This is an optimization exercise on Yosys and OpenROAD, whose aim is small area, a short achievable clock period and few clock cycles, not a production implementation. Only simulation tests tie the RTL to the original design; equivalence was not proved. Power is estimated from default activity; no workload was simulated.

Setup of v5:
// MFE
module MFE(clk, reset, ready, busy, iaddr, idata, data_rd, addr, data_wr, wen);
Size: ~150 flip-flops, about 57 I/O pins, ~7500 sq um of cells after synthesis.
clock: 7.0 ns
lec_check: 0
abc_area: 1
cap_margin: 20
core_margin: 2
core_utilization: 40
cts_buf_list: sky130_fd_sc_hd__clkbuf_4 sky130_fd_sc_hd__clkbuf_8
setup_slack_margin: 4.5
slew_margin: 20
run.sh (not shown) runs the stock make flow with config.mk's settings and CLKGATE_MAP_FILE= SYNTH_SCRIPT=/design/flow/synth_recipe.tcl, a recipe that flattens the netlist after the stock synthesis.
v5 did not stop at any stage, and its layout met the timing, DRC and antenna checks.
Testbench counts of v5, summed over its fixed seeds: cycles 393,296.
For v17, these inputs were changed with respect to v5:
# v5
export LEC_CHECK = 0
export ABC_AREA = 1
export CAP_MARGIN = 20
export CORE_MARGIN = 2
export CORE_UTILIZATION = 40
export CTS_BUF_LIST = sky130_fd_sc_hd__clkbuf_4 sky130_fd_sc_hd__clkbuf_8
export SETUP_SLACK_MARGIN = 4.5
export SLEW_MARGIN = 20
create_clock -name core_clock -period 7.0 [get_ports {clk}]
# v17
export LEC_CHECK = 0
export CAP_MARGIN = 20
export CORE_MARGIN = 2
export CORE_UTILIZATION = 40
export CTS_BUF_LIST = sky130_fd_sc_hd__clkbuf_4 sky130_fd_sc_hd__clkbuf_8
export SETUP_SLACK_MARGIN = 4.6
export SLEW_MARGIN = 20
create_clock -name core_clock -period 7.0 [get_ports {clk}]
==> flow/flow/run.sh (new file) <==
#!/bin/bash
# The standard layout (the standard.sh, all ORFS steps), with three changes:
#  - Yosys's ABC maps with flow/abc_speed.script (the classic delay-targeted
#    mapper) in place of ORFS's abc_speed.script; ORFS's scripts are otherwise
#    used unchanged, from a copy in this folder;
#  - the ports get plain buf_2 buffers instead of the default delay-cell choice;
#  - clock tree synthesis uses no dummy loads.
set -euo pipefail
here=$(pwd)
rm -rf "$here/orfs_scripts"
cp -r "$FLOW_HOME/scripts" "$here/orfs_scripts"
cp "$here/flow/abc_speed.script" "$here/orfs_scripts/abc_speed.script"
bash standard.sh \
  SCRIPTS_DIR="$here/orfs_scripts" \
  BUFFER_PORTS_ARGS="-buffer_cell sky130_fd_sc_hd__buf_2" \
  CTS_ARGS="-sink_clustering_enable -repair_clock_nets -dont_use_dummy_load -buf_list {sky130_fd_sc_hd__clkbuf_4 sky130_fd_sc_hd__clkbuf_8}" \
  finish > standard.log 2>&1
==> flow/flow/abc_speed.script (new file) <==
strash
dch
map -D 1300
topo
buffer -c
upsize -c -D 1300
dnsize -c -D 1300
==> flow/standard.sh (new file) <==
#!/bin/bash
# synth_recipe.tcl (not shown) runs the flow's synth.tcl, then flattens the netlist and writes it again
# the make line also repeats each setting of config.mk as NAME=value (left out here)
make -C /OpenROAD-flow-scripts/flow DESIGN_CONFIG=/design/flow/config.mk WORK_HOME=/design/flow/orfs CLKGATE_MAP_FILE= SYNTH_SCRIPT=/design/flow/synth_recipe.tcl "${@:-finish}"
removed: flow/run.sh
### Flow results
v17: flow completed, timing, DRC and antenna clean
As far as average wire length per cell after detail routing is concerned, v17 and v5 perform about the same.
Taking v5 as the reference, in v17 xor/xnor cell area share of the yosys netlist closely matched the old numbers; total detailed-routing wirelength decreased by 3300 um relative to the old numbers.
The following lists how v28 was set up differently from v17:
# v17
export LEC_CHECK = 0
export CAP_MARGIN = 20
export CORE_MARGIN = 2
export CORE_UTILIZATION = 40
export CTS_BUF_LIST = sky130_fd_sc_hd__clkbuf_4 sky130_fd_sc_hd__clkbuf_8
export SETUP_SLACK_MARGIN = 4.6
export SLEW_MARGIN = 20
create_clock -name core_clock -period 7.0 [get_ports {clk}]
# v28
export LEC_CHECK = 0
export CAP_MARGIN = 20
export CORE_MARGIN = 2
export CORE_UTILIZATION = 40
export CTS_BUF_LIST = sky130_fd_sc_hd__clkbuf_4 sky130_fd_sc_hd__clkbuf_8
export SETUP_SLACK_MARGIN = 4.5
export SLEW_MARGIN = 20
create_clock -name core_clock -period 7.0 [get_ports {clk}]
==> flow/flow/run.sh <==
#!/bin/bash
# The standard layout (the standard.sh, all ORFS steps), with two changes:
#  - the ports get plain buf_2 buffers instead of the default delay-cell choice;
#  - clock tree synthesis uses no dummy loads.
set -euo pipefail
bash standard.sh \
  BUFFER_PORTS_ARGS="-buffer_cell sky130_fd_sc_hd__buf_2" \
  CTS_ARGS="-sink_clustering_enable -repair_clock_nets -dont_use_dummy_load -buf_list {sky130_fd_sc_hd__clkbuf_4 sky130_fd_sc_hd__clkbuf_8}" \
  finish > standard.log 2>&1
removed: flow/flow/abc_speed.script
### Flow results
- Re share of the cycle needed by the critical path after routing: v17 and v28 aren't equal, and the lower value belongs to v17.
- Clock network power delta (v28 -> v17): insignificant
- Post-synthesis share of cell area spent on xor and xnor gates: v28 higher than v17


== try-delta ==
The RTL this note starts from:
==> flow/design.v <==
module MFE(clk, reset, ready, busy, iaddr, idata, data_rd, addr, data_wr, wen);
input              clk, reset;
input              ready;
output reg         busy;
output reg  [13:0] iaddr;
input       [ 7:0] idata;
input       [ 7:0] data_rd;
output reg  [13:0] addr;
output reg  [ 7:0] data_wr;
output reg         wen;
function gt8;
    input [7:0] a, b;
    reg [7:0] g1, e1;
    reg [3:0] g2, e2;
    reg [1:0] g3, e3;
    integer i;
    begin
        g1 = a & ~b;
        e1 = a | ~b;
        for (i = 0; i < 4; i = i + 1) begin
            g2[i] = g1[2*i+1] | (e1[2*i+1] & g1[2*i]);
            e2[i] = g1[2*i+1] | (e1[2*i+1] & e1[2*i]);
        end
        for (i = 0; i < 2; i = i + 1) begin
            g3[i] = g2[2*i+1] | (e2[2*i+1] & g2[2*i]);
            e3[i] = g2[2*i+1] | (e2[2*i+1] & e2[2*i]);
        end
        gt8 = g3[1] | (e3[1] & g3[0]);
    end
endfunction
reg        p_first, p_second, p_third;
reg  [1:0] pcnt;        
reg        zcol;        
reg        znew;        
wire [6:0] rrow = iaddr[13:7];
wire [6:0] rcol = iaddr[6:0];
wire       pix_ok = !((p_third && rrow == 7'd127) || (p_second && rrow == 7'd0));
reg  [7:0] r0;
reg  [7:0] q0, q1, q2;                 
wire       ce0 = gt8(q0, r0) | p_first;
wire       ce1 = gt8(q1, r0) | !p_third;
always @(posedge clk) begin
    r0 <= pix_ok ? idata : 8'd0;
    q0 <= ce0 ? r0 : q0;
    q1 <= ce0 ? q0 : (ce1 ? r0 : q1);
    q2 <= ce1 ? q1 : r0;
end
reg  [23:0] P, Q;
always @(posedge clk) begin
    Q <= P;
    P <= p_first ? {q2, q1, q0} : Q;
end
wire [7:0] ql = Q[ 7: 0];
wire [7:0] qm = Q[15: 8];
wire [7:0] qh = Q[23:16];
wire [7:0] vl = zcol ? 8'd0 : ql;
wire [7:0] vh = zcol ? 8'd0 : qh;
reg  [7:0] L, H, M;
wire gtL = gt8(ql, L) & ~zcol;
wire ltH = gt8(H, qh) | zcol;
wire [7:0] ma = qm, mb = P[15:8], mc = q1;
wire m_ab = gt8(ma, mb) & ~zcol;
wire m_ac = (gt8(ma, mc) | znew) & ~zcol;
wire m_bc = gt8(mb, mc) | znew;
wire [7:0] m_med = m_ab ? (m_bc ? mb : (m_ac ? mc : ma)) : (m_ac ? ma : (m_bc ? mc : mb));
always @(posedge clk) begin
    if (p_first | gtL) L <= vl;
    if (p_first | ltH) H <= vh;
    if (p_first) M <= m_med;
end
wire f_ab = gt8(L, M), f_ac = gt8(L, H), f_bc = gt8(M, H);
wire [7:0] f_med = f_ab ? (f_bc ? M : (f_ac ? H : L)) : (f_ac ? L : (f_bc ? H : M));
always @(posedge clk) begin
    data_wr <= f_med;
end
reg        act;
reg        last;        
always @(posedge clk or posedge reset) begin
    if (reset) begin
        busy     <= 1'b0;
        act      <= 1'b0;
        wen      <= 1'b0;
        last     <= 1'b0;
        p_first  <= 1'b0;
        p_second <= 1'b0;
        p_third  <= 1'b1;
        pcnt     <= 2'd0;
    end else begin
        wen <= act && p_first && pcnt == 2'd3;
        last <= act && p_first && pcnt == 2'd3 && iaddr == 14'd2;
        if (!act) begin
            pcnt <= 2'd0;
            if (ready) begin
                busy     <= 1'b1;
                act      <= 1'b1;
                p_first  <= 1'b1;
                p_third  <= 1'b0;
            end
        end else begin
            p_first  <= p_third;
            p_second <= p_first;
            p_third  <= p_second;
            if (p_first && pcnt != 2'd3) pcnt <= pcnt + 2'd1;
            if (last) begin
                busy     <= 1'b0;
                act      <= 1'b0;
                p_first  <= 1'b0;
                p_second <= 1'b0;
                p_third  <= 1'b1;
            end
        end
    end
end
always @(posedge clk) begin
    zcol <= (p_second && rcol == 7'd1) || (p_third && rcol == 7'd2);
    znew <= rcol == 7'd1;
    if ((!act && !ready) || last) iaddr <= 14'd16256;
    else                 iaddr <= iaddr + (p_second ? 14'd16129 : 14'd128);
    addr <= iaddr - 14'd3;
end
endmodule
export LEC_CHECK = 0
export CAP_MARGIN = 20
export CORE_MARGIN = 2
export CORE_UTILIZATION = 70
export CTS_BUF_LIST = sky130_fd_sc_hd__clkbuf_4 sky130_fd_sc_hd__clkbuf_8
export PLACE_DENSITY = 0.8
export SETUP_SLACK_MARGIN = 4.5
export SLEW_MARGIN = 20
create_clock -name core_clock -period 7.0 [get_ports {clk}]
standard.sh (not shown) runs the stock make flow with config.mk's settings and CLKGATE_MAP_FILE= SYNTH_SCRIPT=/design/flow/synth_recipe.tcl, a recipe that flattens the netlist after the stock synthesis.
==> flow/flow/run.sh <==
#!/bin/bash
# The standard layout (the standard.sh, all ORFS steps), with three changes:
#  - Yosys's ABC maps with flow/abc_speed.script (the classic delay-targeted
#    mapper) in place of ORFS's abc_speed.script; ORFS's scripts are otherwise
#    used unchanged, from a copy in this folder;
#  - the ports get plain buf_2 buffers instead of the default delay-cell choice;
#  - clock tree synthesis uses no dummy loads.
set -euo pipefail
here=$(pwd)
rm -rf "$here/orfs_scripts"
cp -r "$FLOW_HOME/scripts" "$here/orfs_scripts"
cp "$here/flow/abc_speed.script" "$here/orfs_scripts/abc_speed.script"
bash standard.sh \
  SCRIPTS_DIR="$here/orfs_scripts" \
  BUFFER_PORTS_ARGS="-buffer_cell sky130_fd_sc_hd__buf_2" \
  CTS_ARGS="-sink_clustering_enable -repair_clock_nets -dont_use_dummy_load -buf_list {sky130_fd_sc_hd__clkbuf_4 sky130_fd_sc_hd__clkbuf_8}" \
  finish > standard.log 2>&1
==> flow/flow/abc_speed.script <==
strash
dch
map -D 1300
topo
buffer -c
upsize -c -D 1300
dnsize -c -D 1300
Testbench counts of try-delta, summed over its fixed seeds: cycles 393,296.
Inputs modified between try-delta and try-willow:
- removing PLACE_DENSITY (formerly 0.8)
- changing CORE_UTILIZATION from 70 to 40
diff --git a/flow/flow/run.sh b/flow/flow/run.sh
--- a/flow/flow/run.sh
+++ b/flow/flow/run.sh
@@ -16 +16 @@
-  CTS_ARGS="-sink_clustering_enable -repair_clock_nets -dont_use_dummy_load -buf_list {sky130_fd_sc_hd__clkbuf_4 sky130_fd_sc_hd__clkbuf_8}" \
+  CTS_ARGS="-repair_clock_nets -dont_use_dummy_load -buf_list {sky130_fd_sc_hd__clkbuf_8}" \
--- outcome ---
- Every stage of the flow completed for try-willow, and the final layout passed the timing, DRC and antenna checks.
- Relative to try-delta, global routing met1 resource utilization has decreased by 20 points in try-willow.
- Per the comparison of try-willow with try-delta, shortest period the worst path allows picked up an extra 3.3 ps; aggregate global-route resource usage fell 13 points; complex-gate fraction of the synthesized area saw little to no change; worst hold slack rose by 20 ps; setup slack decreased by 3.3 ps relative to the old numbers.
- Comparing the two runs side by side, try-willow comes out ahead of try-delta on global-route wire length before repair.
- Taking try-delta as the reference, in try-willow post-route cell area increased about 1.1%, final core utilization moved down, number of non-clock buffers moved down.
- Diff try-delta -> try-willow | overall power | decrease of 2.9%
Modified inputs, try-xenon compared to try-willow
- CORE_UTILIZATION: 40 -> 55
- PLACE_DENSITY: unset -> 0.65
diff --git a/flow/flow/run.sh b/flow/flow/run.sh
--- a/flow/flow/run.sh
+++ b/flow/flow/run.sh
@@ -16 +16 @@
-  CTS_ARGS="-repair_clock_nets -dont_use_dummy_load -buf_list {sky130_fd_sc_hd__clkbuf_8}" \
+  CTS_ARGS="-sink_clustering_enable -repair_clock_nets -dont_use_dummy_load -buf_list {sky130_fd_sc_hd__clkbuf_4 sky130_fd_sc_hd__clkbuf_8}" \
--- outcome ---
Per the comparison of try-xenon with try-willow, clock skew went down, count of placed standard cells including taps -77.
try-xenon: final instance area 78 sq um below try-willow
Die area | try-xenon < try-willow
Changes observed in try-xenon relative to try-willow: net switching power figure higher; switching share of total power has increased.
--- input diff try-xenon..try-ember ---
- PLACE_DENSITY no longer set, was 0.65
- CORE_UTILIZATION now 40, was 55
On try-ember: worst hold slack is 3.5 ps higher than what try-xenon gave.
Summary: post-layout minimum cycle time, try-ember worse than try-xenon
Comparing try-ember and try-xenon, the higher worst slew margin relative to its limit is on try-ember.
Higher fmax among try-ember and try-xenon: try-xenon
Detailed-route wire length on metal 1 of try-ember exceeds that of try-xenon by a few percent.
On clock latency on the worst-skew pair, the lower figure sits with try-xenon, not try-ember.
Part of the cycle the worst path needs in try-ember is 0.31 points higher than in try-xenon
--- input diff try-ember..try-cedar ---
diff --git a/flow/flow/run.sh b/flow/flow/run.sh
--- a/flow/flow/run.sh
+++ b/flow/flow/run.sh
@@ -16 +16 @@
-  CTS_ARGS="-sink_clustering_enable -repair_clock_nets -dont_use_dummy_load -buf_list {sky130_fd_sc_hd__clkbuf_4 sky130_fd_sc_hd__clkbuf_8}" \
+  CTS_ARGS="-sink_clustering_enable -sink_clustering_size 40 -sink_clustering_max_diameter 300 -sink_clustering_levels 1 -repair_clock_nets -dont_use_dummy_load -buf_list {sky130_fd_sc_hd__clkbuf_8}" \
Notes after the runs:
In terms of global-route wire length before repair, try-ember and try-cedar differ only marginally. try-cedar against try-ember: utilization of the core after routing closely matched the old numbers, critical path depth did not really move. The total standard cell area after synthesis of try-cedar and that of try-ember are within noise of each other. Comparing try-ember against try-cedar, there is no change at all in sequential fraction of the synthesis area. As far as number of buffers outside the clock class in the layout goes, try-cedar and try-ember are indistinguishable; the numbers are identical. From try-cedar to try-ember, final setup slack of the worst path did not move at all. Re post-synthesis xor/xnor area fraction: no difference whatsoever between try-cedar and try-ember. From try-ember to try-cedar, die area did not move at all. From try-ember to try-cedar, clock period minus final worst setup slack did not move at all. There was hardly any difference in worst-case headroom to the max-slew limit between try-cedar and try-ember.

## afterwards: timing with drivers on the ports
The flow's constraints put no driver on any port. The routed layouts listed below were extracted and timed again, unchanged, in two steps.
Step 1 assumes that a clkbuf_16 drives the clock port and a buf_2 every other input.
Step 2 adds t to the input delays and takes it off the output delays; t is the mean of the earliest and latest rising clock arrival at the registers after step 1. Input paths then give back, and output paths get back, about the clock's delay inside the block.
Slacks: no drivers / after step 1 / after step 2; pairs: no drivers / after step 1.
| run | shift t [ns] | slack for setup (ns) | worst setup path after step 2 | clock arrival spread, ns |
|---|---|---|---|---|
| v5 | 0.478 | 4.495 / 4.459 / 4.206 | input to register | 0.013 / 0.013 |
| v17 | 0.472 | 4.570 / 4.533 / 4.715 | register to register | 0.038 / 0.038 |
| v28 | 0.464 | 3.673 / 3.673 / 3.673 | register to register | 0.034 / 0.033 |
| try-delta | 0.451 | 4.559 / 4.525 / 4.223 | input to register | 0.041 / 0.041 |
| try-willow | 0.479 | 4.556 / 4.519 / 4.260 | input to register | 0.029 / 0.029 |
| try-xenon | 0.465 | 4.577 / 4.540 / 4.305 | input to register | 0.016 / 0.016 |
| try-ember | 0.479 | 4.556 / 4.519 / 4.260 | input to register | 0.029 / 0.029 |
| try-cedar | 0.479 | 4.556 / 4.519 / 4.260 | input to register | 0.029 / 0.029 |
After both steps every run listed still meets setup and hold. The setup slack of try-delta, which loses most, moves by -0.034 ns with the drivers and by -0.336 ns with both steps.
